What follows belongs to an exercise in optimizing a design on an open flow for small area; a production flow would make more cautious choices.
RTL that was checked went through simulation tests only; none was proved equivalent to the original.
Function not checked in runs 2 and 3: the RTL went through the layout flow alone.
No activity file was given, so power comes from the tool's default toggle rates.

===== flow/flow/run.sh =====
#!/bin/bash
# Layout flow: the standard ORFS flow (standard.sh: unchanged synthesis,
# floorplan, power grid, placement, CTS and routing) with these settings:
#  - the buffers that buffer_ports puts on every input and output port are the
#    smallest buffer cell, sky130_fd_sc_hd__buf_1 (timing repair may resize them);
#  - the clock tree is built from sky130_fd_sc_hd__clkbuf_8 without dummy loads;
#  - the buffers ABC inserted are removed at floorplan (repair_design adds back
#    what is needed), and non-critical gates are downsized after global routing.
# make's full output goes to flow_make.log in this folder; each ORFS step
# writes its own log under orfs/logs/.
set -euo pipefail
export BUFFER_PORTS_ARGS="-buffer_cell sky130_fd_sc_hd__buf_1"
export CTS_ARGS="-sink_clustering_enable -repair_clock_nets -buf_list sky130_fd_sc_hd__clkbuf_8 -dont_use_dummy_load"
export REMOVE_ABC_BUFFERS=1
export RECOVER_POWER=100
bash standard.sh finish > flow_make.log 2>&1

===== flow/standard.sh =====
#!/bin/bash
# synth_recipe.tcl (not shown) runs the flow's synth.tcl, then flattens the netlist and writes it again
# the make line also repeats each setting of config.mk as NAME=value (left out here)
make -C /OpenROAD-flow-scripts/flow DESIGN_CONFIG=/design/flow/config.mk WORK_HOME=/design/flow/orfs CLKGATE_MAP_FILE= SYNTH_SCRIPT=/design/flow/synth_recipe.tcl "${@:-finish}"

===== flow/config.mk =====
export PLATFORM = sky130hd
export DESIGN_NAME = SDI_Delay_NB6L295
export DESIGN_NICKNAME = SDI_Delay_NB6L295
export VERILOG_FILES = /design/flow/design.v
export SDC_FILE = /design/flow/constraint.sdc
export NUM_CORES = 4
export LEC_CHECK = 0
export CAP_MARGIN = 20
export CORE_MARGIN = 2
export CORE_UTILIZATION = 70
export PLACE_DENSITY = 0.85
export SLEW_MARGIN = 20
export SYNTH_HIERARCHICAL = 1

===== flow/constraint.sdc =====
create_clock -name core_clock -period 5.0 [get_ports {Clk}]
set_input_delay 1.0000 -clock core_clock [delete_from_list [all_inputs] [get_ports {Clk}]]
set_output_delay 1.0000 -clock core_clock [all_outputs]
set_load 0.01 [all_outputs]

===== flow/design.v =====
`timescale 1ns / 1ps
module SDI_Delay_NB6L295(
    input [10:0]        In_1, In_2, In_3, In_4, In_5, In_6, In_7, In_8,
    input               Clk,
    input               Reset,
    output [7:0]        EN,       
    output reg          SDIN,     
    output reg          SLOAD,    
    output              SCLK      
    );
    reg                 start_clk;
    assign SCLK = start_clk;
    reg [10:0]          In_1_reg, In_2_reg, In_3_reg, In_4_reg, In_5_reg, In_6_reg, In_7_reg, In_8_reg;
    reg [7:0]           select;   
    reg [4:0]           cnt;
    wire idle    = (cnt == 5'd25);
    wire c24     = (cnt == 5'd24);
    wire c23     = (cnt == 5'd23);
    wire last    = (cnt == 5'd26);
    wire [7:0] cur;
    assign cur[7] = select[7];
    assign cur[6] = select[6] & ~select[7];
    assign cur[5] = select[5] & ~|select[7:6];
    assign cur[4] = select[4] & ~|select[7:5];
    assign cur[3] = select[3] & ~|select[7:4];
    assign cur[2] = select[2] & ~|select[7:3];
    assign cur[1] = select[1] & ~|select[7:2];
    assign cur[0] = select[0] & ~|select[7:1];
    wire [7:0] rest = select & ~cur;
    assign EN = (idle | c24) ? 8'hFF : ~cur;
    wire [7:0] diff;
    wire [10:0] word;
    genvar j;
    generate
        for (j = 0; j < 11; j = j + 1) begin : g_word
            sdi_sel8 sel (.s(cur), .v({In_1_reg[j], In_2_reg[j], In_3_reg[j], In_4_reg[j],
                                       In_5_reg[j], In_6_reg[j], In_7_reg[j], In_8_reg[j]}),
                          .y(word[j]));
        end
    endgenerate
    wire sbit;
    sdi_bitmux bmux (.a(cnt[4:1]), .w(word), .y(sbit));
    wire [7:0] ld = {8{c23 & ~Reset}} & cur;
    wire [7:0] hd = ~ld & {8{~Reset}};
    wire [10:0] d1, d2, d3, d4, d5, d6, d7, d8;
    sdi_chan ch1 (.i(In_1), .r(In_1_reg), .ld(ld[7]), .hd(hd[7]), .d(d1), .diff(diff[7]));
    sdi_chan ch2 (.i(In_2), .r(In_2_reg), .ld(ld[6]), .hd(hd[6]), .d(d2), .diff(diff[6]));
    sdi_chan ch3 (.i(In_3), .r(In_3_reg), .ld(ld[5]), .hd(hd[5]), .d(d3), .diff(diff[5]));
    sdi_chan ch4 (.i(In_4), .r(In_4_reg), .ld(ld[4]), .hd(hd[4]), .d(d4), .diff(diff[4]));
    sdi_chan ch5 (.i(In_5), .r(In_5_reg), .ld(ld[3]), .hd(hd[3]), .d(d5), .diff(diff[3]));
    sdi_chan ch6 (.i(In_6), .r(In_6_reg), .ld(ld[2]), .hd(hd[2]), .d(d6), .diff(diff[2]));
    sdi_chan ch7 (.i(In_7), .r(In_7_reg), .ld(ld[1]), .hd(hd[1]), .d(d7), .diff(diff[1]));
    sdi_chan ch8 (.i(In_8), .r(In_8_reg), .ld(ld[0]), .hd(hd[0]), .d(d8), .diff(diff[0]));
    always @(posedge Clk) begin
        In_1_reg <= d1;
        In_2_reg <= d2;
        In_3_reg <= d3;
        In_4_reg <= d4;
        In_5_reg <= d5;
        In_6_reg <= d6;
        In_7_reg <= d7;
        In_8_reg <= d8;
    end
    always @(posedge Clk) begin
        if (Reset) begin
            select    <= 8'd0;
            cnt       <= 5'd25;
            SDIN      <= 1'b0;
            start_clk <= 1'b0;
            SLOAD     <= 1'b0;
        end else begin
            if (idle)
                select <= diff;
            else if (last)
                select <= rest;
            if (idle & ~|diff)
                cnt <= 5'd25;
            else if (last & |rest)
                cnt <= 5'd23;
            else
                cnt <= cnt - 5'd1;
            SDIN      <= sbit;
            start_clk <= ~cnt[0] & ((cnt <= 5'd20) | (cnt == 5'd30));
            SLOAD     <= (cnt == 5'd29);
        end
    end
endmodule
module sdi_chan(
    input  [10:0] i,      
    input  [10:0] r,      
    input         ld,     
    input         hd,     
    output [10:0] d,      
    output        diff    
    );
    wire [10:0] x;
    sdi_bit b0  (.i(i[0]),  .r(r[0]),  .ld(ld), .hd(hd), .d(d[0]),  .x(x[0]));
    sdi_bit b1  (.i(i[1]),  .r(r[1]),  .ld(ld), .hd(hd), .d(d[1]),  .x(x[1]));
    sdi_bit b2  (.i(i[2]),  .r(r[2]),  .ld(ld), .hd(hd), .d(d[2]),  .x(x[2]));
    sdi_bit b3  (.i(i[3]),  .r(r[3]),  .ld(ld), .hd(hd), .d(d[3]),  .x(x[3]));
    sdi_bit b4  (.i(i[4]),  .r(r[4]),  .ld(ld), .hd(hd), .d(d[4]),  .x(x[4]));
    sdi_bit b5  (.i(i[5]),  .r(r[5]),  .ld(ld), .hd(hd), .d(d[5]),  .x(x[5]));
    sdi_bit b6  (.i(i[6]),  .r(r[6]),  .ld(ld), .hd(hd), .d(d[6]),  .x(x[6]));
    sdi_bit b7  (.i(i[7]),  .r(r[7]),  .ld(ld), .hd(hd), .d(d[7]),  .x(x[7]));
    sdi_bit b8  (.i(i[8]),  .r(r[8]),  .ld(ld), .hd(hd), .d(d[8]),  .x(x[8]));
    sdi_bit b9  (.i(i[9]),  .r(r[9]),  .ld(ld), .hd(hd), .d(d[9]),  .x(x[9]));
    sdi_bit b10 (.i(i[10]), .r(r[10]), .ld(ld), .hd(hd), .d(d[10]), .x(x[10]));
    assign diff = |x;
endmodule
module sdi_bit(input i, input r, input ld, input hd, output d, output x);
    assign d = (ld & i) | (hd & r);
    assign x = i ^ r;
endmodule
module sdi_sel8(input [7:0] s, input [7:0] v, output y);
    assign y = |(s & v);
endmodule
module sdi_bitmux(input [3:0] a, input [10:0] w, output y);
    wire [15:0] b = {5'd0, w};
    assign y = b[a];
endmodule

==> impl_metrics.yaml, run 1 <==
outcome:
  status: "no timing/DRC/antenna violations"
synth:
  synth-seq-cells: 104
  synth_cells: 499
  synth_area_per_cell_sq_um: 10.0
  yosysWarnings: 7
  synth.distinct_cells: 40
  syn-cell-area_sq_um: 5000
  seq_area_frac_synth: 0.416
floorplan:
  num_rows: 30
  die_x_microns: 88.5
  fp.coreArea_sq_um: 6870
  dieArea_sq_um: 7840
  start_util: 0.728
  ioPinCount: 101
  fp.dieH_microns: 88.5
clock_network:
  clock_sinks: 104
  tritoncts: "yes"
  cts-resized-gates: 0
  clock_path_buffers: 2
  clock_latency_ps: 370
  cts_root_buf: "clkbuf_8"
  cts_hold_buf: 0
  path_clk_slew_ps: 90
  htreeDepth: 3
  cts_setup_buffers: 0
  numCtsBuffers: 9
worst_setup_path:
  worstPathArrival_ps: 3790
  critPathKind: "in -> reg"
  critPathMaxStageDelay_ps: 630
  r2r-end: "In_7_reg[5]"
  r2r-start: "select[5]"
  endpoint_kind: "register"
  setup.worst_path.start_class: "input pin"
  path_cells: "buf_1, clkbuf_1, nor2b_1, nand3_1, nor2_1, and2_0, nor2_1, a22o_1"
  rrSetupSlack_ps: 1770
  critPathRequiredTime_ps: 5250
  worst_path_max_delay_cell: "and2_0"
  crit_fanout: 21
  cp_common_cell: "nor2_1"
  r2r_cells: 6
grt:
  grt_use_met3: 0.0924
  grt-busiest-layer: "met2"
  grt_pass1_wl_microns: 20900
  grt.met1_usage: 0.453
  met2_usage: 0.560
  first_global_vias: 4233
  grt_max_degree: 26
  track_usage: 0.350
  overflow: 0
  antenna_found_initial: 0
sta:
  slew_viol_final: 0
  clock_skew_ps: 19.0
  hold_ws_ps: 503
  max_freq_ghz: 0.283
  fin_crit_ps: 3540
  tightest_slew_ps: 1110
  period_share: 0.707
  final_hold_viol_count: 0
  setup_tns_ps: 0
  finalWorstSetupSlack_ps: 1460
  slew_headroom: 0.259
  setup_viol: 0
  rsz0062_at_grt: "false"
pwr:
  max-vdd-ir-drop_mv: 0.183
  p_per_area_nw_per_um2: 322
  power.total_uw: 1810
  p_leak_uw: 0.00218
cells_and_area:
  syn_to_final_growth_pct: 12.3
  nets: 700
  num_antenna_cells: 0
  layout-drive-gt1-share: 0.0299
  final_util: 0.817
routing:
  avgRoutedWirePerCell_microns: 19.3
  drc_errors: 0
  vias_per_cell: 6.59
  vias: 4605
  routed_wl_microns: 13500
  drt.antenna.violating_nets: 0
  first_pass_iters: 5
  drtIter0Drc: 380
placement:
  portBuffers: 100
  post-place-ws_ps: 1820
  hpwl_microns: 10100
  gp_congestion: 0.987
hold_path:
  min_from: "cnt[0]"
  min_to: "cnt[0]"
  worstHoldPathCells: 1
  hold_path_class: "reg -> reg"
job:
  drv_cap: 0
## worst max-delay path, delay by kind of cell
family                 cells  cell delay (ps)
AO/OA/AOI/OAI              1              310
AND/OR/NAND/NOR            5             1950
buffers and inverters      2              520
## layout by cell type (no fill, tap or decap), types with 10 or more instances in the layout
cell / instances
a22o_1: 89
nand2_1: 19
nor3_1: 12
nor4_1: 22
nand3_1: 10
xor2_1: 90
dfxtp_1: 104
nand4_1: 11
buf_1: 100
a21oi_1: 13
a22oi_1: 46
nor2_1: 20
## layer usage
metal / routed length (microns) / share of wire / up-vias
li1: - / - / 2128
met1: 5520 / 0.41 / 2175
met2: 6270 / 0.47 / 260
met3: 1230 / 0.092 / 42
met4: 450 / 0.033 / 0
met5: 0 / 0 / -
## cells in the mapped netlist (all sizes together)
cell,instances,area share
a211o,1,0.0018
a211oi,2,0.0030
a21o,1,0.0015
a21oi,14,0.015
a22o,89,0.16
a22oi,46,0.069
a31o,1,0.0018
a31oi,2,0.0025
and2,10,0.013
and3b,2,0.0038
and4,1,0.0018
buf,2,0.0020
clkbuf,7,0.0053
dfxtp,104,0.42
ha,5,0.013
inv,3,0.0023
mux2i,1,0.0020
mux4,2,0.0098
nand2,19,0.014
nand3,10,0.010
nand3b,3,0.0045
nand4,11,0.014
nor2,20,0.015
nor2b,3,0.0038
nor3,12,0.012
nor3b,2,0.0030
nor4,22,0.029
nor4b,1,0.0018
o211a,1,0.0020
o21ai,9,0.0090
o31ai,1,0.0025
or4,1,0.0015
xnor2,1,0.0018
xor2,90,0.16
## stage by stage
stage	cells	area, sq um
floorplan	490	4960
global placement	690	5500
finish	699	5610
global route	699	5610
CTS	699	5620
detailed placement	690	5500
## Yosys stat by module (local to each module, per instance)
module | cells | copies in the design
sdi_chan | 4 | 8
sdi_sel8 | 5 | 11
SDI_Delay_NB6L295 | 228 | 1
sdi_bitmux | 8 | 1
sdi_bit | 2 | 88
## logic make-up (layout without fill, tap and decap cells)
group / Yosys count / count (layout) / share of synthesized area
multiplexers: 3 / 3 / 0.0118
XOR/XNOR: 91 / 91 / 0.159
flip-flops: 104 / 104 / 0.416
adder cells (fa/ha/maj): 5 / 5 / 0.0125
AO/OA/AOI/OAI: 167 / 167 / 0.264
AND/OR/NAND/NOR: 117 / 117 / 0.127
buffers and inverters: 12 / 116 / 0.00951
## final cells by class
type / count / area, sq um
multi-input cells: 383 / 2880
repair buffers: 104 / 398
fillers: 477 / 1250
well taps: 96 / 120
clock buffers: 9 / 124
inverters: 3 / 11.3
flip-flops and latches: 104 / 2080
## report_power, final
group          internal [uW]  switching [uW]
Sequential               866            92.6
Clock                    162             258
Combinational            155             272
## worst max path at each step
stage / from / depth (start not counted) / to
after floorplan: select[3] / 3 / EN[2]
after detailed placement: Reset / 8 / In_3_reg[9]
final: Reset / 8 / In_3_reg[7]
after global placement: Reset / 8 / In_3_reg[3]
after global routing: cnt[1] / 5 / EN[0]
after CTS: select[7] / 3 / EN[4]
==> run 2, diff against run 1 <==
==> flow/design.v (replaced) <==
`timescale 1ns / 1ps
module SDI_Delay_NB6L295(
    input [10:0]        In_1, In_2, In_3, In_4, In_5, In_6, In_7, In_8,
    input               Clk,
    input               Reset,
    output [7:0]        EN,       
    output reg          SDIN,     
    output reg          SLOAD,    
    output              SCLK      
    );
    reg                 start_clk;
    assign SCLK = start_clk;
    reg [10:0]          In_1_reg, In_2_reg, In_3_reg, In_4_reg, In_5_reg, In_6_reg, In_7_reg, In_8_reg;
    reg [7:0]           select;   
    reg [4:0]           cnt;
    wire idle    = (cnt == 5'd3);
    wire take    = (cnt == 5'd1);
    wire last    = (cnt == 5'd4);
    wire act     = (cnt[4:1] != 4'd1);    
    wire [7:0] above;     
    assign above[7] = 1'b0;
    assign above[6] = select[7];
    assign above[5] = |select[7:6];
    assign above[4] = |select[7:5];
    assign above[3] = |select[7:4];
    assign above[2] = |select[7:3];
    assign above[1] = |select[7:2];
    assign above[0] = |select[7:1];
    wire [7:0] cur  = select & ~above;
    assign EN = ~(cur & {8{act}});
    wire [7:0] ld = {8{take & ~Reset}} & cur;
    wire [7:0] hd = ~ld & {8{~Reset}};
    wire [7:0] diff;
    wire [10:0] d1, d2, d3, d4, d5, d6, d7, d8;
    sdi_chan ch1 (.i(In_1), .r(In_1_reg), .ld(ld[7]), .hd(hd[7]), .d(d1), .diff(diff[7]));
    sdi_chan ch2 (.i(In_2), .r(In_2_reg), .ld(ld[6]), .hd(hd[6]), .d(d2), .diff(diff[6]));
    sdi_chan ch3 (.i(In_3), .r(In_3_reg), .ld(ld[5]), .hd(hd[5]), .d(d3), .diff(diff[5]));
    sdi_chan ch4 (.i(In_4), .r(In_4_reg), .ld(ld[4]), .hd(hd[4]), .d(d4), .diff(diff[4]));
    sdi_chan ch5 (.i(In_5), .r(In_5_reg), .ld(ld[3]), .hd(hd[3]), .d(d5), .diff(diff[3]));
    sdi_chan ch6 (.i(In_6), .r(In_6_reg), .ld(ld[2]), .hd(hd[2]), .d(d6), .diff(diff[2]));
    sdi_chan ch7 (.i(In_7), .r(In_7_reg), .ld(ld[1]), .hd(hd[1]), .d(d7), .diff(diff[1]));
    sdi_chan ch8 (.i(In_8), .r(In_8_reg), .ld(ld[0]), .hd(hd[0]), .d(d8), .diff(diff[0]));
    always @(posedge Clk) begin
        In_1_reg <= d1;
        In_2_reg <= d2;
        In_3_reg <= d3;
        In_4_reg <= d4;
        In_5_reg <= d5;
        In_6_reg <= d6;
        In_7_reg <= d7;
        In_8_reg <= d8;
    end
    wire [10:0] word;
    genvar j;
    generate
        for (j = 0; j < 11; j = j + 1) begin : g_word
            sdi_sel8 sel (.s(cur), .v({In_1_reg[j], In_2_reg[j], In_3_reg[j], In_4_reg[j],
                                       In_5_reg[j], In_6_reg[j], In_7_reg[j], In_8_reg[j]}),
                          .y(word[j]));
        end
    endgenerate
    wire sbit;
    sdi_bitmux bmux (.a(cnt[4:1]), .w(word), .y(sbit));
    wire [7:0] keep = ~(({8{last}} & cur) | {8{Reset}});
    wire [7:0] select_d = ({8{idle & ~Reset}} & diff) | (select & keep);
    wire       more = |select_d;     
    always @(posedge Clk)
        select <= select_d;
    always @(posedge Clk) begin
        if (Reset) begin
            cnt       <= 5'd3;
            SDIN      <= 1'b0;
            start_clk <= 1'b0;
            SLOAD     <= 1'b0;
        end else begin
            if (idle & ~|diff)
                cnt <= 5'd3;
            else if (last & more)
                cnt <= 5'd1;
            else
                cnt <= cnt - 5'd1;
            SDIN      <= sbit;
            start_clk <= ~cnt[0] & (cnt[4] | cnt[3]);
            SLOAD     <= (cnt == 5'd7);
        end
    end
endmodule
module sdi_chan(
    input  [10:0] i,      
    input  [10:0] r,      
    input         ld,     
    input         hd,     
    output [10:0] d,      
    output        diff    
    );
    wire [10:0] x;
    genvar j;
    generate
        for (j = 0; j < 11; j = j + 1) begin : g_bit
            sdi_bit b (.i(i[j]), .r(r[j]), .ld(ld), .hd(hd), .d(d[j]), .x(x[j]));
        end
    endgenerate
    assign diff = |x;
endmodule
module sdi_bit(input i, input r, input ld, input hd, output d, output x);
    assign d = (ld & i) | (hd & r);
    assign x = i ^ r;
endmodule
module sdi_sel8(input [7:0] s, input [7:0] v, output y);
    assign y = |(s & v);
endmodule
module sdi_bitmux(input [3:0] a, input [10:0] w, output y);
    wire [15:0] b = {w, 5'd0};
    assign y = b[a];
endmodule
--- a/flow/config.mk
+++ b/flow/config.mk
@@ -9,4 +9,4 @@
 export CORE_MARGIN = 2
-export CORE_UTILIZATION = 70
-export PLACE_DENSITY = 0.85
+export CORE_UTILIZATION = 40
+export PLACE_DENSITY = 0.6
 export SLEW_MARGIN = 20
==> run 2 against run 1 <==
Count of clock-buffer cells in the layout did not move. Clock skew rose by 10 ps. Via count fell by 8.6%. Critical path type is now reg -> out. Critical endpoint is now EN[4]. Largest cell class unchanged. Highest routed layer unchanged.
==> impl_metrics.yaml, run 2 <==
outcome:
  status: "no timing/DRC/antenna violations"
worst_setup_path:
  worstPathArrival_ps: 2610
  setup.worst_path.start_class: "register"
  path_cells: "nor3_1, and2_0, nand2_1, buf_1"
  worst_path_max_delay_cell: "nor3_1"
  critPathRequiredTime_ps: 4000
  crit_fanout: 19
  critPathKind: "reg -> out"
  cp_top_family: "simple AND/OR/NAND/NOR gates"
  critPathMaxStageDelay_ps: 720
  path_buf_inv: 1
  endpoint_kind: "output pin"
synth:
  synth_top_cell_by_area: "dfxtp_1"
  synth_fa_ha_area_frac: 0.0102
  seq_area_frac_synth: 0.426
  synth_area_per_cell_sq_um: 10.4
  synth-seq-cells: 104
  synth.distinct_cells: 38
  synthTopCellsByArea: "dfxtp_1 (43%), xor2_1 (16%), a22o_1 (16%)"
  syn-cell-area_sq_um: 4880
  synth_cells: 470
  yosysWarnings: 7
  synth_top_cells_by_count: "dfxtp_1 (104), xor2_1 (89), a22o_1 (88)"
  synth-xor-area-share: 0.163
  synth_top_family_by_area: "compound AO/OA/AOI/OAI gates"
  synth_ff_type: "dfxtp_1"
  postSynth.asyncResetShare: 0
  synth_compound_area_frac: 0.244
  synth_top_area_frac: 0.426
  synth-simple-area-share: 0.131
  muxShareOfSynthArea: 0.0182
  synth_edf_count: 0
  synth.most_common_cell: "dfxtp_1"
routing:
  routed_wl_microns: 13800
  drc_errors: 0
  vias_per_cell: 5.82
  avgRoutedWirePerCell_microns: 19.1
  first_pass_iters: 5
  vias: 4211
  drtIter0Drc: 342
  drt.antenna.violating_nets: 0
cells_and_area:
  nFillCells: 1165
  nets: 673
  layout.cells.non_filler: 724
  final_util: 0.463
  num_antenna_cells: 0
  final_cell_mix: "dfxtp_1 (104), buf_1 (100), xor2_1 (89)"
  finalInstanceArea_sq_um: 5540
  syn_to_final_growth_pct: 13.5
  layout-drive-gt1-share: 0.0225
  mostFrequentLayoutCell: "dfxtp_1"
pwr:
  power_frac_clock: 0.280
  max-vdd-ir-drop_mv: 0.137
  combPwrFrac: 0.138
  p_int_uw: 1100
  p_per_area_nw_per_um2: 277
  power_switching_uw: 437
  p_sw_frac: 0.285
  p_leak_uw: 0.00212
  seq_power_share: 0.582
placement:
  dpl.cell_count: 715
  hpwl_microns: 10600
  portBuffers: 100
  gp_congestion: 0.874
  place_area_sq_um: 5440
grt:
  grt_use_met3: 0.0662
  met2_usage: 0.325
  grt_pass1_wl_microns: 21400
  grt.met1_usage: 0.286
  track_usage: 0.215
  grt_max_degree: 20
  first_global_vias: 4114
  grt-busiest-layer: "met2"
  antenna_found_initial: 0
  overflow: 0
sta:
  final_hold_viol_count: 0
  period_share: 0.722
  slew_headroom: 0.462
  slew_viol_final: 0
  fin_crit_ps: 3610
  setup_tns_ps: 0
  clock_skew_ps: 29.3
  tightest_slew_ps: 801
  rsz0062_at_grt: "false"
  max_freq_ghz: 0.277
  setup_viol: 0
  hold_ws_ps: 527
clock_network:
  cts_setup_buffers: 0
  cts_root_buf: "clkbuf_8"
  clock_path_buffers: 2
  cts_hold_buf: 0
  path_clk_slew_ps: 90
  htreeDepth: 3
  clock_sinks: 104
  cts-resized-gates: 0
  numCtsBuffers: 9
  tritoncts: "yes"
  clock_latency_ps: 390
floorplan:
  fp.dieH_microns: 114
  dieArea_sq_um: 13100
  fp.coreArea_sq_um: 12000
  ioPinCount: 101
  die_x_microns: 114
  num_rows: 40
  start_util: 0.408
hold_path:
  hold_path_class: "reg -> reg"
job:
  drv_cap: 0
run 2: changes by cell type after synthesis, sizes merged, moves of 3 or more:
| cell | before | now |
|---|---|---|
| or3 | 0 | 3 |
| a21oi | 14 | 2 |
| and3 | 0 | 4 |
| clkbuf | 7 | 1 |
| mux2i | 1 | 4 |
| nor2 | 20 | 15 |
| nor3 | 12 | 15 |
| o21ai | 9 | 1 |
| nand2 | 19 | 16 |
| nand3b | 3 | 0 |
| a32o | 0 | 6 |
run 2: final cells by class:
type / instances / area (sq um) / area share
Tap cell: 147 / 184 / 0.0332
Sequential cell: 104 / 2080 / 0.376
Multi-Input combinational cell: 359 / 2760 / 0.498
Inverter: 3 / 11.3 / 0.00203
Timing Repair Buffer: 102 / 383 / 0.0691
Clock buffer: 9 / 124 / 0.0223
run 2: logic make-up after synthesis:
logic type | Yosys count
adder cells (fa/ha/maj) | 4
AO/OA/AOI/OAI | 143
multiplexers | 6
buffers and inverters | 7
XOR/XNOR | 91
AND/OR/NAND/NOR | 115
flip-flops | 104
run 2: stage by stage:
stage / worst slack [ps] / power (uW)
floorplan: 2160 / 1030
global placement: 1880 / 1120
detailed placement: 1790 / 1130
CTS: 1540 / 1550
global route: 1120 / 1600
finish: 1390 / 1540
run 2: worst register-to-register path: stages (launching register included):
cell     delay, ps
dfxtp_1        540
nor3_1         730
and2_0         640
and2_0         610
nor2_1         320
a22o_1         300
run 2: worst paths after layout:
path,start,end,slack (ps),cells after the start
setup / recovery,select[7],EN[4],1390,4
hold reg to reg,In_4_reg[5],In_4_reg[5],530,1
setup reg to reg,select[7],In_4_reg[8],1750,5
hold / removal,In_4_reg[5],In_4_reg[5],530,1
run 2: power groups by stage:
| stage | combinational (uW) | sequential [uW] | clock (uW) |
|---|---|---|---|
| after floorplan | 131 | 899 | 0 |
| after global placement | 210 | 912 | 0 |
| after detailed placement | 214 | 912 | 0 |
| after CTS | 215 | 893 | 447 |
| after global routing | 237 | 898 | 469 |
| final | 212 | 894 | 430 |
run 2: per-layer routing:
layer | routed length (microns) | part of all wire
met1 | 6450 | 0.47
met2 | 6190 | 0.45
met3 | 899 | 0.065
met4 | 284 | 0.021
met5 | 0 | 0
run 2: modules after synthesis, one instance, submodules excluded:
module             cells inside  flops+latches  area [sq um]  copies in the design
SDI_Delay_NB6L295           198            104          2660                     1
sdi_bitmux                    9              0           104                     1
sdi_sel8                      5              0          36.3                    11
sdi_chan                      4              0          22.5                     8
sdi_bit                       2              0          17.5                    88
==> run 3, diff against run 2 <==
--- a/flow/design.v
+++ b/flow/design.v
@@ -109,3 +109,13 @@
 module sdi_sel8(input [7:0] s, input [7:0] v, output y);
-    assign y = |(s & v);
+    wire n0, n1, n2;
+    sdi_aoi222 g0 (.a(s[7]), .b(v[7]), .c(s[6]), .d(v[6]), .e(s[5]), .f(v[5]), .y(n0));
+    sdi_aoi222 g1 (.a(s[4]), .b(v[4]), .c(s[3]), .d(v[3]), .e(s[2]), .f(v[2]), .y(n1));
+    sdi_aoi22  g2 (.a(s[1]), .b(v[1]), .c(s[0]), .d(v[0]), .y(n2));
+    assign y = ~(n0 & n1 & n2);
+endmodule
+module sdi_aoi222(input a, input b, input c, input d, input e, input f, output y);
+    assign y = ~((a & b) | (c & d) | (e & f));
+endmodule
+module sdi_aoi22(input a, input b, input c, input d, output y);
+    assign y = ~((a & b) | (c & d));
 endmodule
==> run 3 against run 2 <==
Still clean on timing, DRC and antenna. Routed wire length fell by 0.59%. Global-route usage is 0.085 points lower. Sequential share of layout area shrank 0.059 points. Die area up 0.28%. Register-to-register slack got worse by 90 ps. Count of clock-buffer cells in the layout did not move. Power decreased by 0.21%. Critical path type is now in -> reg.
==> impl_metrics.yaml, run 3 <==
clock_network:
  htreeDepth: 3
  clock_latency_ps: 380
  cts-resized-gates: 0
  clock_path_buffers: 2
  cts_setup_buffers: 0
  tritoncts: "yes"
  numCtsBuffers: 9
  cts_root_buf: "clkbuf_8"
  path_clk_slew_ps: 90
  clock_sinks: 104
  cts_hold_buf: 0
routing:
  avgRoutedWirePerCell_microns: 19.3
  vias: 4243
  drtIter0Drc: 378
  first_pass_iters: 7
  drc_errors: 0
  drt.antenna.violating_nets: 0
  routed_wl_microns: 13700
  vias_per_cell: 5.95
cells_and_area:
  final_cell_mix: "dfxtp_1 (104), buf_1 (100), xor2_1 (89)"
  num_antenna_cells: 0
  nets: 662
  mostFrequentLayoutCell: "dfxtp_1"
  syn_to_final_growth_pct: 13.4
  layout-drive-gt1-share: 0.0406
  nFillCells: 1164
  finalInstanceArea_sq_um: 5550
  regArea_sq_um: 2080
  multiInputGateArea_sq_um: 2770
synth:
  synth.most_common_cell: "dfxtp_1"
  synth_top_area_frac: 0.425
  synth.distinct_cells: 40
  synth_cells: 459
  synth_ff_type: "dfxtp_1"
  seq_area_frac_synth: 0.425
  synth_top_cells_by_count: "dfxtp_1 (104), xor2_1 (89), a22o_1 (88)"
  synthTopCellsByArea: "dfxtp_1 (43%), xor2_1 (16%), a22o_1 (16%)"
  synth_top_cell_by_area: "dfxtp_1"
  synth-seq-cells: 104
  postSynth.asyncResetShare: 0
  syn-cell-area_sq_um: 4900
  yosysWarnings: 7
  synth_area_per_cell_sq_um: 10.7
  synth_edf_count: 0
placement:
  gp_congestion: 0.903
  post-place-ws_ps: 1790
  portBuffers: 100
  hpwl_microns: 10500
  place_area_sq_um: 5450
floorplan:
  dieArea_sq_um: 13100
  ioPinCount: 101
  fp.coreArea_sq_um: 12000
  num_rows: 40
  fp.dieH_microns: 115
  start_util: 0.409
  die_x_microns: 115
grt:
  first_global_vias: 4063
  antenna_found_initial: 0
  overflow: 0
  grt_pass1_wl_microns: 21400
  track_usage: 0.214
  grt_max_degree: 20
pwr:
  power.total_uw: 1530
  max-vdd-ir-drop_mv: 0.153
  p_sw_frac: 0.283
  power_frac_clock: 0.275
  power_switching_uw: 433
  p_per_area_nw_per_um2: 276
  p_int_uw: 1100
  seq_power_share: 0.582
  p_leak_uw: 0.00213
  combPwrFrac: 0.143
job:
  drv_cap: 0
worst_setup_path:
  critPathKind: "in -> reg"
  critPathRequiredTime_ps: 5300
  setup.worst_path.start_class: "input pin"
  crit_fanout: 14
  worstPathArrival_ps: 3930
  endpoint_kind: "register"
  rrSetupSlack_ps: 1660
sta:
  period_share: 0.727
  tightest_slew_ps: 837
  slew_viol_final: 0
  clock_skew_ps: 23.3
  fin_crit_ps: 3630
  max_freq_ghz: 0.275
  setup_viol: 0
  finalWorstSetupSlack_ps: 1370
  rsz0062_at_grt: "false"
  final_hold_viol_count: 0
  setup_tns_ps: 0
  slew_headroom: 0.442
outcome:
  status: "no timing/DRC/antenna violations"
hold_path:
  hold_path_class: "reg -> reg"
## run 3: cell types whose count changed in the layout (fill, tap and decap cells not counted)
cell	change
a222oi_1	+22
a22oi_1	-43
a22oi_2	+10
nand3_1	+11
nand4_1	-11
## run 3: cells by family after synthesis
family                     after synthesis  synth area share
and+or+nand+nor                        115             0.128
muxes                                    6            0.0181
adders and majority gates                4            0.0102
xor gates and xnor gates                91             0.163
AOI/OAI and AO/OA                      132             0.249
DFF                                    104             0.425
buffers and inverters                    7           0.00664
## run 3: final cells by class
cell class | instances | share of cell area
clock buffer | 9 | 0.0223
timing repair buffer | 102 | 0.0689
tap | 147 | 0.0331
sequential | 104 | 0.375
inverter | 3 | 0.00203
multi-input combinational | 348 | 0.499
## run 3: layer usage
| layer | part of all wire | up-vias | track usage |
|---|---|---|---|
| li1 | - | 2017 | - |
| met1 | 0.48 | 2047 | 0.294 |
| met2 | 0.43 | 154 | 0.320 |
| met3 | 0.064 | 25 | 0.0503 |
| met4 | 0.030 | 0 | 0.0935 |
| met5 | 0 | - | 0 |
## run 3: critical path: stages
cell and delay [ps]:
buf_1 60, clkbuf_1 630, clkinv_1 460, and3_1 410, and2_0 430, nor2_1 700, a22o_1 230
## run 3: through the flow
step,cells,util,hold slack [ps]
floorplan,455,-,472
global placement,704,0.456,497
detailed placement,704,0.456,503
CTS,713,0.466,523
global route,713,0.464,549
finish,713,0.464,522
## run 3: final timing paths
check	cells after the start	from	endpoint
setup / recovery	7	Reset	In_5_reg[2]
setup reg to reg	5	select[7]	In_8_reg[9]
hold / removal	1	In_3_reg[3]	In_3_reg[3]
hold reg to reg	1	In_3_reg[3]	In_3_reg[3]
## run 3: Yosys stat by module (local to each module, per instance)
module             copies in the design  cells  cell area, sq um  flops+latches
sdi_aoi22                            11      1              12.5              0
sdi_chan                              8      4              22.5              0
sdi_bitmux                            1      9               104              0
sdi_bit                              88      2              17.5              0
sdi_aoi222                           22      1              10.0              0
sdi_sel8                             11      1              5.00              0
SDI_Delay_NB6L295                     1    198              2660            104
## run 3: power by group through the flow
stage                     sequential, uW  combinational, uW  clock (uW)
after floorplan                      899                133           0
after global placement               910                216           0
after detailed placement             910                218           0
after CTS                            891                220         435
after global routing                 896                240         461
final                                892                219         422
==> run 4, diff against run 3 <==
--- a/flow/design.v
+++ b/flow/design.v
@@ -68,19 +68,18 @@
         select <= select_d;
+    wire hold  = idle & ~|diff;
+    wire jump  = last & more;
+    wire z1    = ~(cnt[1] | cnt[0]);
+    wire z2    = z1 & ~cnt[2];
+    wire z3    = z2 & ~cnt[3];
+    wire [4:0] cnt_d;
+    assign cnt_d[0] = Reset | ~cnt[0] | hold;
+    assign cnt_d[1] = Reset | (~jump & ~(cnt[1] ^ cnt[0]));
+    assign cnt_d[2] = ~Reset & (cnt[2] ^ z1);
+    assign cnt_d[3] = ~Reset & (cnt[3] ^ z2);
+    assign cnt_d[4] = ~Reset & (cnt[4] ^ z3);
     always @(posedge Clk) begin
-        if (Reset) begin
-            cnt       <= 5'd3;
-            SDIN      <= 1'b0;
-            start_clk <= 1'b0;
-            SLOAD     <= 1'b0;
-        end else begin
-            if (idle & ~|diff)
-                cnt <= 5'd3;
-            else if (last & more)
-                cnt <= 5'd1;
-            else
-                cnt <= cnt - 5'd1;
-            SDIN      <= sbit;
-            start_clk <= ~cnt[0] & (cnt[4] | cnt[3]);
-            SLOAD     <= (cnt == 5'd7);
-        end
+        cnt       <= cnt_d;
+        SDIN      <= ~Reset & sbit;
+        start_clk <= ~Reset & ~cnt[0] & (cnt[4] | cnt[3]);
+        SLOAD     <= ~Reset & (cnt == 5'd7);
     end
@@ -109,13 +108,3 @@
 module sdi_sel8(input [7:0] s, input [7:0] v, output y);
-    wire n0, n1, n2;
-    sdi_aoi222 g0 (.a(s[7]), .b(v[7]), .c(s[6]), .d(v[6]), .e(s[5]), .f(v[5]), .y(n0));
-    sdi_aoi222 g1 (.a(s[4]), .b(v[4]), .c(s[3]), .d(v[3]), .e(s[2]), .f(v[2]), .y(n1));
-    sdi_aoi22  g2 (.a(s[1]), .b(v[1]), .c(s[0]), .d(v[0]), .y(n2));
-    assign y = ~(n0 & n1 & n2);
-endmodule
-module sdi_aoi222(input a, input b, input c, input d, input e, input f, output y);
-    assign y = ~((a & b) | (c & d) | (e & f));
-endmodule
-module sdi_aoi22(input a, input b, input c, input d, output y);
-    assign y = ~((a & b) | (c & d));
+    assign y = |(s & v);
 endmodule
==> run 4 against run 3 <==
Power about the same. Sequential cell count unchanged. Hold slack worse by 8.9 ps. First-iteration DRC count down 12%. Area after synthesis down 0.41%. Register-to-register slack worse by 150 ps. Utilization down 0.32 points. Count of clock-buffer cells in the layout unchanged. Critical endpoint is now EN[1]. Highest routed layer unchanged.
==> impl_metrics.yaml, run 4 <==
routing:
  vias_per_cell: 5.78
  drc_errors: 0
  wl_met3_microns: 850
  drtIter0Drc: 333
  first_pass_iters: 6
  drt-met1-wl_microns: 6520
  vias: 4173
  maxUsedRoutingLayer: "met4"
  avgRoutedWirePerCell_microns: 19.4
  routed_wl_microns: 14000
  route.met2.wl_microns: 6410
  drt.antenna.violating_nets: 0
grt:
  grt_pass1_wl_microns: 21800
  grt_max_degree: 20
  antenna_found_initial: 0
  first_global_vias: 4024
  track_usage: 0.219
  overflow: 0
worst_setup_path:
  critPathMaxStageDelay_ps: 920
  crit_fanout: 19
  setup.worst_path.start_class: "register"
  path_buf_inv: 1
  worstPathArrival_ps: 2770
  path_cells: "nor4_1, and3_1, nand2_1, buf_1"
  critPathKind: "reg -> out"
  worst_path_max_delay_cell: "nor4_1"
  endpoint_kind: "output pin"
  cp_top_family: "simple AND/OR/NAND/NOR gates"
  critPathRequiredTime_ps: 4000
  rrSetupSlack_ps: 1510
synth:
  synth_area_per_cell_sq_um: 10.4
  muxShareOfSynthArea: 0.0182
  synth.most_common_cell: "dfxtp_1"
  synth_cells: 470
  postSynth.asyncResetShare: 0
  synth_top_area_frac: 0.427
  yosysWarnings: 7
  synth-xor-area-share: 0.160
  synth_top_cells_by_count: "dfxtp_1 (104), a22o_1 (88), xor2_1 (88)"
  seq_area_frac_synth: 0.427
  synth_compound_area_frac: 0.246
  synth_top_cell_by_area: "dfxtp_1"
  synth.distinct_cells: 39
  synth-simple-area-share: 0.124
  synth_top_family_by_area: "compound AO/OA/AOI/OAI gates"
  synth_fa_ha_area_frac: 0.0128
  synthTopCellsByArea: "dfxtp_1 (43%), a22o_1 (16%), xor2_1 (16%)"
  synth-seq-cells: 104
  synth_ff_type: "dfxtp_1"
  syn-cell-area_sq_um: 4880
  synth_edf_count: 0
sta:
  tightest_slew_ps: 982
  max_freq_ghz: 0.265
  clock_skew_ps: 18.8
  period_share: 0.755
  setup_viol: 0
  slew_viol_final: 0
  fin_crit_ps: 3770
  final_hold_viol_count: 0
  setup_tns_ps: 0
  rsz0062_at_grt: "false"
  slew_headroom: 0.339
floorplan:
  fp.dieH_microns: 114
  ioPinCount: 101
  die_x_microns: 114
  num_rows: 40
  dieArea_sq_um: 13100
  fp.coreArea_sq_um: 12000
  start_util: 0.408
clock_network:
  cts_root_buf: "clkbuf_8"
  tritoncts: "yes"
  clock_sinks: 104
  clock_path_buffers: 2
  cts_setup_buffers: 0
  cts-resized-gates: 0
  clock_latency_ps: 380
  htreeDepth: 3
  cts_hold_buf: 0
  path_clk_slew_ps: 90
  numCtsBuffers: 9
hold_path:
  hold_path_class: "reg -> reg"
pwr:
  p_leak_uw: 0.00216
  power.total_uw: 1530
  max-vdd-ir-drop_mv: 0.173
  p_per_area_nw_per_um2: 278
outcome:
  status: "no timing/DRC/antenna violations"
cells_and_area:
  final_cell_mix: "dfxtp_1 (104), buf_1 (100), a22o_1 (88), xor2_1 (88), a22oi_1 (44)"
  syn_to_final_growth_pct: 13.1
  num_antenna_cells: 0
  layout-drive-gt1-share: 0.0226
  nets: 672
  mostFrequentLayoutCell: "dfxtp_1"
  layout.cells.non_filler: 722
  nFillCells: 1177
placement:
  dpl.cell_count: 713
  gp_congestion: 0.929
  hpwl_microns: 10700
  portBuffers: 100
job:
  drv_cap: 0
run 4: cell types whose count changed in the layout (fill, tap and decap cells not counted), moves of 8 or more:
cell / change
a22oi_2: -10
a222oi_1: -22
nand3_1: -11
a22oi_1: +42
inv_1: +8
nand4_1: +11
run 4: final cells by class:
| class | count | area [sq um] | area share |
|---|---|---|---|
| flip-flops and latches | 104 | 2080 | 0.378 |
| well taps | 147 | 184 | 0.0334 |
| repair buffers | 101 | 379 | 0.0688 |
| multi-input cells | 351 | 2710 | 0.491 |
| clock buffers | 9 | 124 | 0.0225 |
| inverters | 10 | 37.5 | 0.00681 |
run 4: worst register-to-register path, delay by kind of cell, from the launching register on:
| family | cells | cell delay (ps) |
|---|---|---|
| AO/OA/AOI/OAI | 1 | 310 |
| flip-flops | 1 | 500 |
| AND/OR/NAND/NOR | 4 | 2580 |
run 4: cells by family after synthesis:
| logic type | count (synthesis) |
|---|---|
| compound gates | 142 |
| xor+xnor | 89 |
| fa+ha+maj | 5 |
| buf+inv | 15 |
| flops | 104 |
| mux | 6 |
| simple gates | 109 |
run 4: layer usage:
metal | track usage | up-vias
li1 | - | 2021
met3 | 0.0572 | 14
met2 | 0.340 | 147
met4 | 0.0577 | 0
met5 | 0 | -
met1 | 0.302 | 1991
run 4: per-module statistics from Yosys (local to each module, per instance):
module | flops+latches | times used
SDI_Delay_NB6L295 | 104 | 1
sdi_bitmux | 0 | 1
sdi_sel8 | 0 | 11
sdi_chan | 0 | 8
sdi_bit | 0 | 88
run 4: final timing paths:
path                      end  cells after the start      start
hold reg to reg     start_clk                      1     cnt[0]
hold / removal      start_clk                      1     cnt[0]
setup reg to reg  In_5_reg[6]                      5  select[7]
setup / recovery        EN[1]                      4  select[7]
run 4: stage by stage:
step | cell area [sq um] | worst slack (ps) | hold slack, ps | util
2_1_floorplan | 4850 | 2480 | 452 | -
3_3_place_gp | 5420 | 1930 | 492 | 0.453
3_5_place_dp | 5420 | 1870 | 501 | 0.453
4_1_cts | 5540 | 1740 | 513 | 0.463
5_1_grt | 5510 | 901 | 527 | 0.461
6_report | 5510 | 1230 | 513 | 0.461
run 4: power by group:
| group | switching, uW | internal (uW) |
|---|---|---|
| Combinational | 134 | 77.9 |
| Clock | 267 | 162 |
| Sequential | 36.4 | 855 |
==> run 5, diff against run 4 <==
--- a/flow/design.v
+++ b/flow/design.v
@@ -108,3 +108,9 @@
 module sdi_sel8(input [7:0] s, input [7:0] v, output y);
-    assign y = |(s & v);
+    wire n0, n1;
+    sdi_aoi222 g0 (.a(s[7]), .b(v[7]), .c(s[6]), .d(v[6]), .e(s[5]), .f(v[5]), .y(n0));
+    sdi_aoi222 g1 (.a(s[4]), .b(v[4]), .c(s[3]), .d(v[3]), .e(s[2]), .f(v[2]), .y(n1));
+    assign y = ~(n0 & n1) | (s[1] & v[1]) | (s[0] & v[0]);
+endmodule
+module sdi_aoi222(input a, input b, input c, input d, input e, input f, output y);
+    assign y = ~((a & b) | (c & d) | (e & f));
 endmodule
==> run 5 against run 4 <==
Critical path type unchanged. Hold slack got worse by 23 ps. Sequential cell count unchanged. Still clean on timing, DRC and antenna. Non-clock buffer count is the same. Count of clock-buffer cells in the layout did not move. Worst setup slack better by 33 ps.
==> impl_metrics.yaml, run 5 <==
worst_setup_path:
  endpoint_kind: "output pin"
  crit_fanout: 19
  path_buf_inv: 1
  setup.worst_path.start_class: "register"
  rrSetupSlack_ps: 1530
  startpoint: "select[7]"
  r2r_cells: 5
  worstSetupPathDepth: 4
  critPathRequiredTime_ps: 4000
  critPathMaxStageDelay_ps: 870
  worstPathArrival_ps: 2740
  worst_path_max_delay_cell: "nor4_1"
  cp_top_family: "simple AND/OR/NAND/NOR gates"
  critPathKind: "reg -> out"
  path_cells: "nor4_1, and2_0, nand2_1, buf_1"
  r2r-start: "select[7]"
sta:
  setup_viol: 0
  setup_tns_ps: 0
  max_freq_ghz: 0.267
  slew_viol_final: 0
  rsz0062_at_grt: "false"
  finalWorstSetupSlack_ps: 1260
  final_hold_viol_count: 0
  clock_skew_ps: 22.2
  slew_headroom: 0.384
  period_share: 0.748
  fin_crit_ps: 3740
  tightest_slew_ps: 915
synth:
  synth_area_per_cell_sq_um: 10.5
  postSynth.asyncResetShare: 0
  synth_top_area_frac: 0.431
  synth_ff_type: "dfxtp_1"
  synth.most_common_cell: "dfxtp_1"
  synth_cells: 459
  synthTopCellsByArea: "dfxtp_1 (43%), a22o_1 (16%), xor2_1 (16%)"
  syn-cell-area_sq_um: 4840
  yosysWarnings: 7
  seq_area_frac_synth: 0.431
  synth-seq-cells: 104
  synth_top_cells_by_count: "dfxtp_1 (104), a22o_1 (88), xor2_1 (88)"
  synth_top_cell_by_area: "dfxtp_1"
  synth.distinct_cells: 40
  synth_edf_count: 0
grt:
  first_global_vias: 3958
  grt_pass1_wl_microns: 20600
  overflow: 0
  antenna_found_initial: 0
  grt_max_degree: 20
  track_usage: 0.207
hold_path:
  worstHoldPathCells: 1
  hold_path_class: "reg -> reg"
  min_from: "cnt[0]"
outcome:
  status: "no timing/DRC/antenna violations"
cells_and_area:
  multiInputGateArea_sq_um: 2670
  regArea_sq_um: 2080
  nets: 661
  mostFrequentLayoutCell: "dfxtp_1"
  num_antenna_cells: 0
  layout-drive-gt1-share: 0.0230
  nFillCells: 1202
  syn_to_final_growth_pct: 13.2
  final_cell_mix: "dfxtp_1 (104), buf_1 (100), a22o_1 (88), xor2_1 (88), a222oi_1 (22)"
clock_network:
  cts_root_buf: "clkbuf_8"
  htreeDepth: 3
  clock_latency_ps: 370
  path_clk_slew_ps: 100
  clock_sinks: 104
  cts-resized-gates: 0
  cts_hold_buf: 0
  cts_setup_buffers: 0
  numCtsBuffers: 9
  clock_path_buffers: 2
  tritoncts: "yes"
floorplan:
  dieArea_sq_um: 13000
  start_util: 0.406
  fp.coreArea_sq_um: 11900
  ioPinCount: 101
  num_rows: 40
  die_x_microns: 114
  fp.dieH_microns: 114
routing:
  vias_per_cell: 5.88
  drc_errors: 0
  drt.antenna.violating_nets: 0
  avgRoutedWirePerCell_microns: 18.9
  routed_wl_microns: 13500
  drtIter0Drc: 356
  vias: 4178
  first_pass_iters: 5
placement:
  post-place-ws_ps: 1920
  hpwl_microns: 10100
  gp_congestion: 0.844
  portBuffers: 100
pwr:
  max-vdd-ir-drop_mv: 0.134
  p_per_area_nw_per_um2: 278
  p_leak_uw: 0.00216
job:
  drv_cap: 0
run 5: changes by cell type after synthesis, sizes merged:
cell	previous run	this run
a222oi	0	22
a22oi	44	11
nand3	10	21
nand4	12	1
run 5: Yosys stat by module, one instance, submodules excluded:
| module | times used | cells | area, sq um | flip-flops and latches |
|---|---|---|---|---|
| sdi_aoi222 | 22 | 1 | 10.0 | 0 |
| sdi_chan | 8 | 4 | 22.5 | 0 |
| sdi_bitmux | 1 | 9 | 104 | 0 |
| sdi_bit | 88 | 2 | 17.5 | 0 |
| SDI_Delay_NB6L295 | 1 | 198 | 2650 | 104 |
| sdi_sel8 | 11 | 2 | 12.5 | 0 |
run 5: per-stage QoR:
| stage | total power [uW] | util | instance area [sq um] | hold WS, ps | cells |
|---|---|---|---|---|---|
| final | 1520 | 0.459 | 5470 | 491 | 711 |
| after global routing | 1590 | 0.459 | 5470 | 534 | 711 |
| after CTS | 1540 | 0.462 | 5500 | 494 | 711 |
| after detailed placement | 1120 | 0.452 | 5380 | 487 | 702 |
| after global placement | 1120 | 0.452 | 5380 | 484 | 702 |
| after floorplan | 1030 | - | 4810 | 452 | 454 |
run 5: metal layers:
layer  vias up  global-route usage  part of all wire
met5         -                   0                 0
met4         0              0.0650             0.022
met3        21              0.0531             0.067
met2       174               0.326              0.46
met1      1994               0.279              0.45
li1       1989                   -                 -
run 5: final timing paths:
| kind | to |
|---|---|
| max | EN[3] |
| min | start_clk |
| max reg2reg | In_5_reg[3] |
| min reg2reg | start_clk |
run 5: report_power, final:
group          total (uW)  switching, uW  internal [uW]  leakage, uW
clock                 420            258            162    0.0000647
sequential            892           36.3            855     0.000842
combinational         210            132           78.1      0.00126
run 5: layout make-up:
cell class	instances	area share
Clock buffer	9	0.0226
Inverter	10	0.00686
Multi-Input combinational cell	340	0.487
Sequential cell	104	0.380
Tap cell	147	0.0336
Timing Repair Buffer	101	0.0693
run 5: logic make-up after synthesis:
logic type               count (synthesis)  share of synthesized area
AO/OA/AOI/OAI                          131                      0.242
buffers and inverters                   15                     0.0127
flip-flops                             104                      0.431
XOR/XNOR                                89                      0.161
multiplexers                             6                     0.0184
adder cells (fa/ha/maj)                  5                     0.0129
AND/OR/NAND/NOR                        109                      0.122
==> run 6, diff against run 5 <==
--- a/flow/flow/run.sh
+++ b/flow/flow/run.sh
@@ -12,3 +12,3 @@
 export BUFFER_PORTS_ARGS="-buffer_cell sky130_fd_sc_hd__buf_1"
-export CTS_ARGS="-sink_clustering_enable -repair_clock_nets -buf_list sky130_fd_sc_hd__clkbuf_8 -dont_use_dummy_load"
+export CTS_ARGS="-sink_clustering_enable -repair_clock_nets -buf_list \"sky130_fd_sc_hd__clkbuf_4 sky130_fd_sc_hd__clkbuf_8\" -dont_use_dummy_load"
 export REMOVE_ABC_BUFFERS=1
==> run 6 against run 5 <==
Critical path depth stayed put. Utilization unchanged. Routed wire length unchanged. Final cell count unchanged. Largest power group unchanged.
==> impl_metrics.yaml, run 6 <==
clock_network:
  cts_hold_buf: 0
  htreeDepth: 3
  tritoncts: "yes"
  clock_sinks: 104
  numCtsBuffers: 9
  clock_path_buffers: 2
  clock_latency_ps: 370
  cts_setup_buffers: 0
  cts_root_buf: "clkbuf_8"
  cts-resized-gates: 0
  path_clk_slew_ps: 100
worst_setup_path:
  critPathKind: "reg -> out"
  critPathRequiredTime_ps: 4000
  critPathMaxStageDelay_ps: 870
  endpoint_kind: "output pin"
  worst_path_max_delay_cell: "nor4_1"
  setup.worst_path.start_class: "register"
  crit_fanout: 19
  worstPathArrival_ps: 2740
  path_cells: "nor4_1, and2_0, nand2_1, buf_1"
pwr:
  combPwrFrac: 0.138
  seq_power_share: 0.586
  p_int_uw: 1100
  p_per_area_nw_per_um2: 278
  power.total_uw: 1520
  p_sw_frac: 0.280
  p_leak_uw: 0.00216
  power_frac_clock: 0.276
  max-vdd-ir-drop_mv: 0.134
  power_switching_uw: 427
sta:
  clock_skew_ps: 22.2
  rsz0062_at_grt: "false"
  final_hold_viol_count: 0
  setup_tns_ps: 0
  fin_crit_ps: 3740
  setup_viol: 0
  tightest_slew_ps: 915
  max_freq_ghz: 0.267
  period_share: 0.748
  slew_headroom: 0.384
  slew_viol_final: 0
synth:
  postSynth.asyncResetShare: 0
  synth_top_area_frac: 0.431
  synth_ff_type: "dfxtp_1"
  synth_area_per_cell_sq_um: 10.5
  synth_top_cell_by_area: "dfxtp_1"
  synth.most_common_cell: "dfxtp_1"
  synth-seq-cells: 104
  synth.distinct_cells: 40
  syn-cell-area_sq_um: 4840
  yosysWarnings: 7
  synth_edf_count: 0
  seq_area_frac_synth: 0.431
  synth_top_cells_by_count: "dfxtp_1 (104), a22o_1 (88), xor2_1 (88)"
  synthTopCellsByArea: "dfxtp_1 (43%), a22o_1 (16%), xor2_1 (16%)"
  synth_cells: 459
routing:
  drt.antenna.violating_nets: 0
  routed_wl_microns: 13500
  drtIter0Drc: 356
  vias_per_cell: 5.88
  drc_errors: 0
  vias: 4178
  avgRoutedWirePerCell_microns: 18.9
  first_pass_iters: 5
hold_path:
  hold_path_class: "reg -> reg"
placement:
  portBuffers: 100
  hpwl_microns: 10100
  gp_congestion: 0.844
floorplan:
  ioPinCount: 101
  die_x_microns: 114
  fp.coreArea_sq_um: 11900
  fp.dieH_microns: 114
  dieArea_sq_um: 13000
  start_util: 0.406
  num_rows: 40
cells_and_area:
  syn_to_final_growth_pct: 13.2
  final_util: 0.459
  mostFrequentLayoutCell: "dfxtp_1"
  layout-drive-gt1-share: 0.0230
  num_antenna_cells: 0
  nets: 661
  final_cell_mix: "dfxtp_1 (104), buf_1 (100), a22o_1 (88), xor2_1 (88), a222oi_1 (22)"
grt:
  overflow: 0
  track_usage: 0.207
  grt_pass1_wl_microns: 20600
  grt_max_degree: 20
  first_global_vias: 3958
  antenna_found_initial: 0
outcome:
  status: "no timing/DRC/antenna violations"
job:
  drv_cap: 0
[run 6: cell counts after synthesis]
No cell type changed its count.
[run 6: layout make-up]
type                    count  area, sq um
well taps                 147          184
flip-flops and latches    104         2080
repair buffers            101          379
inverters                  10         37.5
clock buffers               9          124
fillers                  1202         6440
multi-input cells         340         2670
[run 6: per-stage QoR]
| step | cell area [sq um] | worst slack (ps) | instances | hold slack, ps |
|---|---|---|---|---|
| global route | 5470 | 1050 | 711 | 534 |
| CTS | 5500 | 1680 | 711 | 494 |
| global placement | 5380 | 1970 | 702 | 484 |
| floorplan | 4810 | 2480 | 454 | 452 |
| detailed placement | 5380 | 1920 | 702 | 487 |
| finish | 5470 | 1260 | 711 | 491 |
[run 6: logic make-up after synthesis]
family,Yosys count,synth area share
multiplexers,6,0.0184
XOR/XNOR,89,0.161
buffers and inverters,15,0.0127
AND/OR/NAND/NOR,109,0.122
AO/OA/AOI/OAI,131,0.242
adder cells (fa/ha/maj),5,0.0129
flip-flops,104,0.431
[run 6: final timing paths]
kind / startpoint / to / slack [ps] / depth (start not counted)
setup / recovery: select[7] / EN[3] / 1260 / 4
hold / removal: cnt[0] / start_clk / 490 / 1
setup reg to reg: select[7] / In_5_reg[3] / 1530 / 5
hold reg to reg: cnt[0] / start_clk / 490 / 1
[run 6: Yosys stat by module, one instance, submodules excluded]
module             flip-flops and latches  copies in the design  cells inside
SDI_Delay_NB6L295                     104                     1           198
sdi_bit                                 0                    88             2
sdi_aoi222                              0                    22             1
sdi_chan                                0                     8             4
sdi_sel8                                0                    11             2
sdi_bitmux                              0                     1             9
[run 6: layer usage]
layer,vias up,GRT usage,share of wire
met3,21,0.0531,0.067
li1,1989,-,-
met4,0,0.0650,0.022
met5,-,0,0
met2,174,0.326,0.46
met1,1994,0.279,0.45
[run 6: critical path, delay by kind of cell (launching register included)]
family / cells / cell delay (ps)
buffers and inverters: 1 / 160
DFF: 1 / 510
and+or+nand+nor: 3 / 1680
[run 6: power groups by stage]
stage	logic, uW	clock network [uW]	registers, uW
after global placement	210	0	911
after floorplan	129	0	902
after detailed placement	212	0	913
after global routing	232	461	897
final	210	420	892
after CTS	214	433	894
==> run 7, diff against run 6 <==
--- a/flow/flow/run.sh
+++ b/flow/flow/run.sh
@@ -12,3 +12,3 @@
 export BUFFER_PORTS_ARGS="-buffer_cell sky130_fd_sc_hd__buf_1"
-export CTS_ARGS="-sink_clustering_enable -repair_clock_nets -buf_list \"sky130_fd_sc_hd__clkbuf_4 sky130_fd_sc_hd__clkbuf_8\" -dont_use_dummy_load"
+export CTS_ARGS="-sink_clustering_enable -repair_clock_nets -root_buf sky130_fd_sc_hd__clkbuf_8 -buf_list sky130_fd_sc_hd__clkbuf_4 -sink_clustering_size 8 -sink_clustering_max_diameter 40 -dont_use_dummy_load"
 export REMOVE_ABC_BUFFERS=1
==> run 7 against run 6 <==
Critical path depth unchanged. Critical endpoint unchanged. Routed wire length unchanged. Largest cell class unchanged. Die area unchanged.
==> impl_metrics.yaml, run 7 <==
cells_and_area:
  nFillCells: 1202
  nets: 661
  layout.cells.non_filler: 711
  finalInstanceArea_sq_um: 5470
  layout-drive-gt1-share: 0.0230
  mostFrequentLayoutCell: "dfxtp_1"
  multiInputGateArea_sq_um: 2670
  regArea_sq_um: 2080
  syn_to_final_growth_pct: 13.2
  num_antenna_cells: 0
  final_cell_mix: "dfxtp_1 (104), buf_1 (100), a22o_1 (88), xor2_1 (88), a222oi_1 (22)"
routing:
  vias: 4178
  drc_errors: 0
  first_pass_iters: 5
  vias_per_cell: 5.88
  drt.antenna.violating_nets: 0
  avgRoutedWirePerCell_microns: 18.9
  routed_wl_microns: 13500
  drtIter0Drc: 356
floorplan:
  start_util: 0.406
  fp.dieH_microns: 114
  dieArea_sq_um: 13000
  num_rows: 40
  ioPinCount: 101
  fp.coreArea_sq_um: 11900
  die_x_microns: 114
outcome:
  status: "no timing/DRC/antenna violations"
synth:
  synth.distinct_cells: 40
  synth_area_per_cell_sq_um: 10.5
  synth_top_area_frac: 0.431
  synth_top_cells_by_count: "dfxtp_1 (104), a22o_1 (88), xor2_1 (88)"
  synth_top_cell_by_area: "dfxtp_1"
  synthTopCellsByArea: "dfxtp_1 (43%), a22o_1 (16%), xor2_1 (16%)"
  synth_cells: 459
  synth-seq-cells: 104
  synth_ff_type: "dfxtp_1"
  synth.most_common_cell: "dfxtp_1"
  syn-cell-area_sq_um: 4840
  postSynth.asyncResetShare: 0
  synth_edf_count: 0
  yosysWarnings: 7
  seq_area_frac_synth: 0.431
sta:
  final_hold_viol_count: 0
  setup_viol: 0
  tightest_slew_ps: 915
  fin_crit_ps: 3740
  period_share: 0.748
  max_freq_ghz: 0.267
  rsz0062_at_grt: "false"
  slew_viol_final: 0
  setup_tns_ps: 0
  slew_headroom: 0.384
  clock_skew_ps: 22.2
  hold_ws_ps: 491
clock_network:
  cts_hold_buf: 0
  cts_setup_buffers: 0
  clock_path_buffers: 2
  cts_root_buf: "clkbuf_8"
  tritoncts: "yes"
  clock_sinks: 104
  path_clk_slew_ps: 100
  numCtsBuffers: 9
  cts-resized-gates: 0
  clock_latency_ps: 370
  htreeDepth: 3
pwr:
  p_per_area_nw_per_um2: 278
  p_leak_uw: 0.00216
  power.total_uw: 1520
  max-vdd-ir-drop_mv: 0.134
grt:
  first_global_vias: 3958
  grt_use_met3: 0.0531
  grt_max_degree: 20
  grt-busiest-layer: "met2"
  overflow: 0
  track_usage: 0.207
  grt_pass1_wl_microns: 20600
  grt.met1_usage: 0.279
  met2_usage: 0.326
  antenna_found_initial: 0
worst_setup_path:
  crit_end: "EN[3]"
  worstPathArrival_ps: 2740
  critPathRequiredTime_ps: 4000
  critPathMaxStageDelay_ps: 870
  rrSetupSlack_ps: 1530
  startpoint: "select[7]"
  worst_path_max_delay_cell: "nor4_1"
  r2r_cells: 5
  cp_top_family: "simple AND/OR/NAND/NOR gates"
  worstSetupPathDepth: 4
  endpoint_kind: "output pin"
  r2r-end: "In_5_reg[3]"
  r2r-start: "select[7]"
  path_cells: "nor4_1, and2_0, nand2_1, buf_1"
  critPathKind: "reg -> out"
  crit_fanout: 19
  path_buf_inv: 1
  setup.worst_path.start_class: "register"
placement:
  place_area_sq_um: 5380
  gp_congestion: 0.844
  portBuffers: 100
  dpl.cell_count: 702
  hpwl_microns: 10100
hold_path:
  hold_path_class: "reg -> reg"
job:
  drv_cap: 0
## run 7: cell counts in the layout (fill, tap and decap cells not counted)
Identical to the previous run, type by type.
## run 7: worst register-to-register path, cell delays in order (launching register included)
cell	delay [ps]
dfxtp_1	510
nor4_1	870
and2_0	670
and2_0	640
nor2_1	350
a22o_1	300
## run 7: modules after synthesis (local to each module, per instance)
| module | flip-flops and latches | cells inside | cell area [sq um] |
|---|---|---|---|
| sdi_bitmux | 0 | 9 | 104 |
| SDI_Delay_NB6L295 | 104 | 198 | 2650 |
| sdi_aoi222 | 0 | 1 | 10.0 |
| sdi_bit | 0 | 2 | 17.5 |
| sdi_sel8 | 0 | 2 | 12.5 |
| sdi_chan | 0 | 4 | 22.5 |
## run 7: how the worst min path moves through the flow
| stage | startpoint | endpoint | slack, ps | depth (start not counted) |
|---|---|---|---|---|
| 2_1_floorplan | cnt[0] | start_clk | 450 | 1 |
| 3_3_place_gp | cnt[0] | start_clk | 480 | 1 |
| 3_5_place_dp | cnt[0] | start_clk | 490 | 1 |
| 4_1_cts | cnt[0] | start_clk | 490 | 1 |
| 5_1_grt | cnt[0] | start_clk | 530 | 1 |
| 6_report | cnt[0] | start_clk | 490 | 1 |
## run 7: kinds of logic (layout without fill, tap and decap cells)
group / after synthesis / count (layout) / share of synthesized area
flops: 104 / 104 / 0.431
fa+ha+maj: 5 / 5 / 0.0129
compound gates: 131 / 131 / 0.242
simple gates: 109 / 109 / 0.122
mux: 6 / 6 / 0.0184
buf+inv: 15 / 120 / 0.0127
xor+xnor: 89 / 89 / 0.161
## run 7: layout make-up
cell class | instances | area share
Clock buffer | 9 | 0.0226
Inverter | 10 | 0.00686
Multi-Input combinational cell | 340 | 0.487
Sequential cell | 104 | 0.380
Tap cell | 147 | 0.0336
Timing Repair Buffer | 101 | 0.0693
## run 7: layer usage
metal  share of wire  up-vias
li1                -     1989
met1            0.45     1994
met2            0.46      174
met3           0.067       21
met4           0.022        0
met5               0        -
## run 7: stage by stage
stage | worst slack, ps | util
2_1_floorplan | 2480 | -
3_3_place_gp | 1970 | 0.452
3_5_place_dp | 1920 | 0.452
4_1_cts | 1680 | 0.462
5_1_grt | 1050 | 0.459
6_report | 1260 | 0.459
## run 7: power by group
part | total, uW | switching, uW | internal, uW
Combinational | 210 | 132 | 78.1
Clock | 420 | 258 | 162
Sequential | 892 | 36.3 | 855

==> re-timing with driven ports <==
Ports are ideal in the flow. The routed layouts listed here were re-timed in OpenROAD.
Step 1 sets driving cells, clkbuf_16 on the clock port and buf_2 on the other inputs (assumed; they add their load-dependent delay and slew).
Step 2 moves the port delays by t, midway between the first and last clock arrival at a register: inputs arrive t later, outputs are due t later. That takes back most of the time a late clock gives input paths.
Slacks: ideal ports / drivers / drivers and shift; pairs: ideal ports / drivers.
run | t (ns) | setup slack, ns | cell pins on the clock port's net
run 1 | 0.397 | 1.463 / 1.435 / 1.074 | 1
run 2 | 0.417 | 1.390 / 1.353 / 0.993 | 1
run 3 | 0.400 | 1.365 / 1.378 / 0.978 | 1
run 4 | 0.407 | 1.226 / 1.192 / 0.964 | 1
run 5 | 0.394 | 1.259 / 1.224 / 1.101 | 1
run 6 | 0.394 | 1.259 / 1.224 / 1.101 | 1
run 7 | 0.394 | 1.259 / 1.224 / 1.101 | 1
After both steps setup and hold are still met in every run listed. For run 2, which loses most, drivers alone change the setup slack by -0.037 ns; drivers and shift together by -0.397 ns.
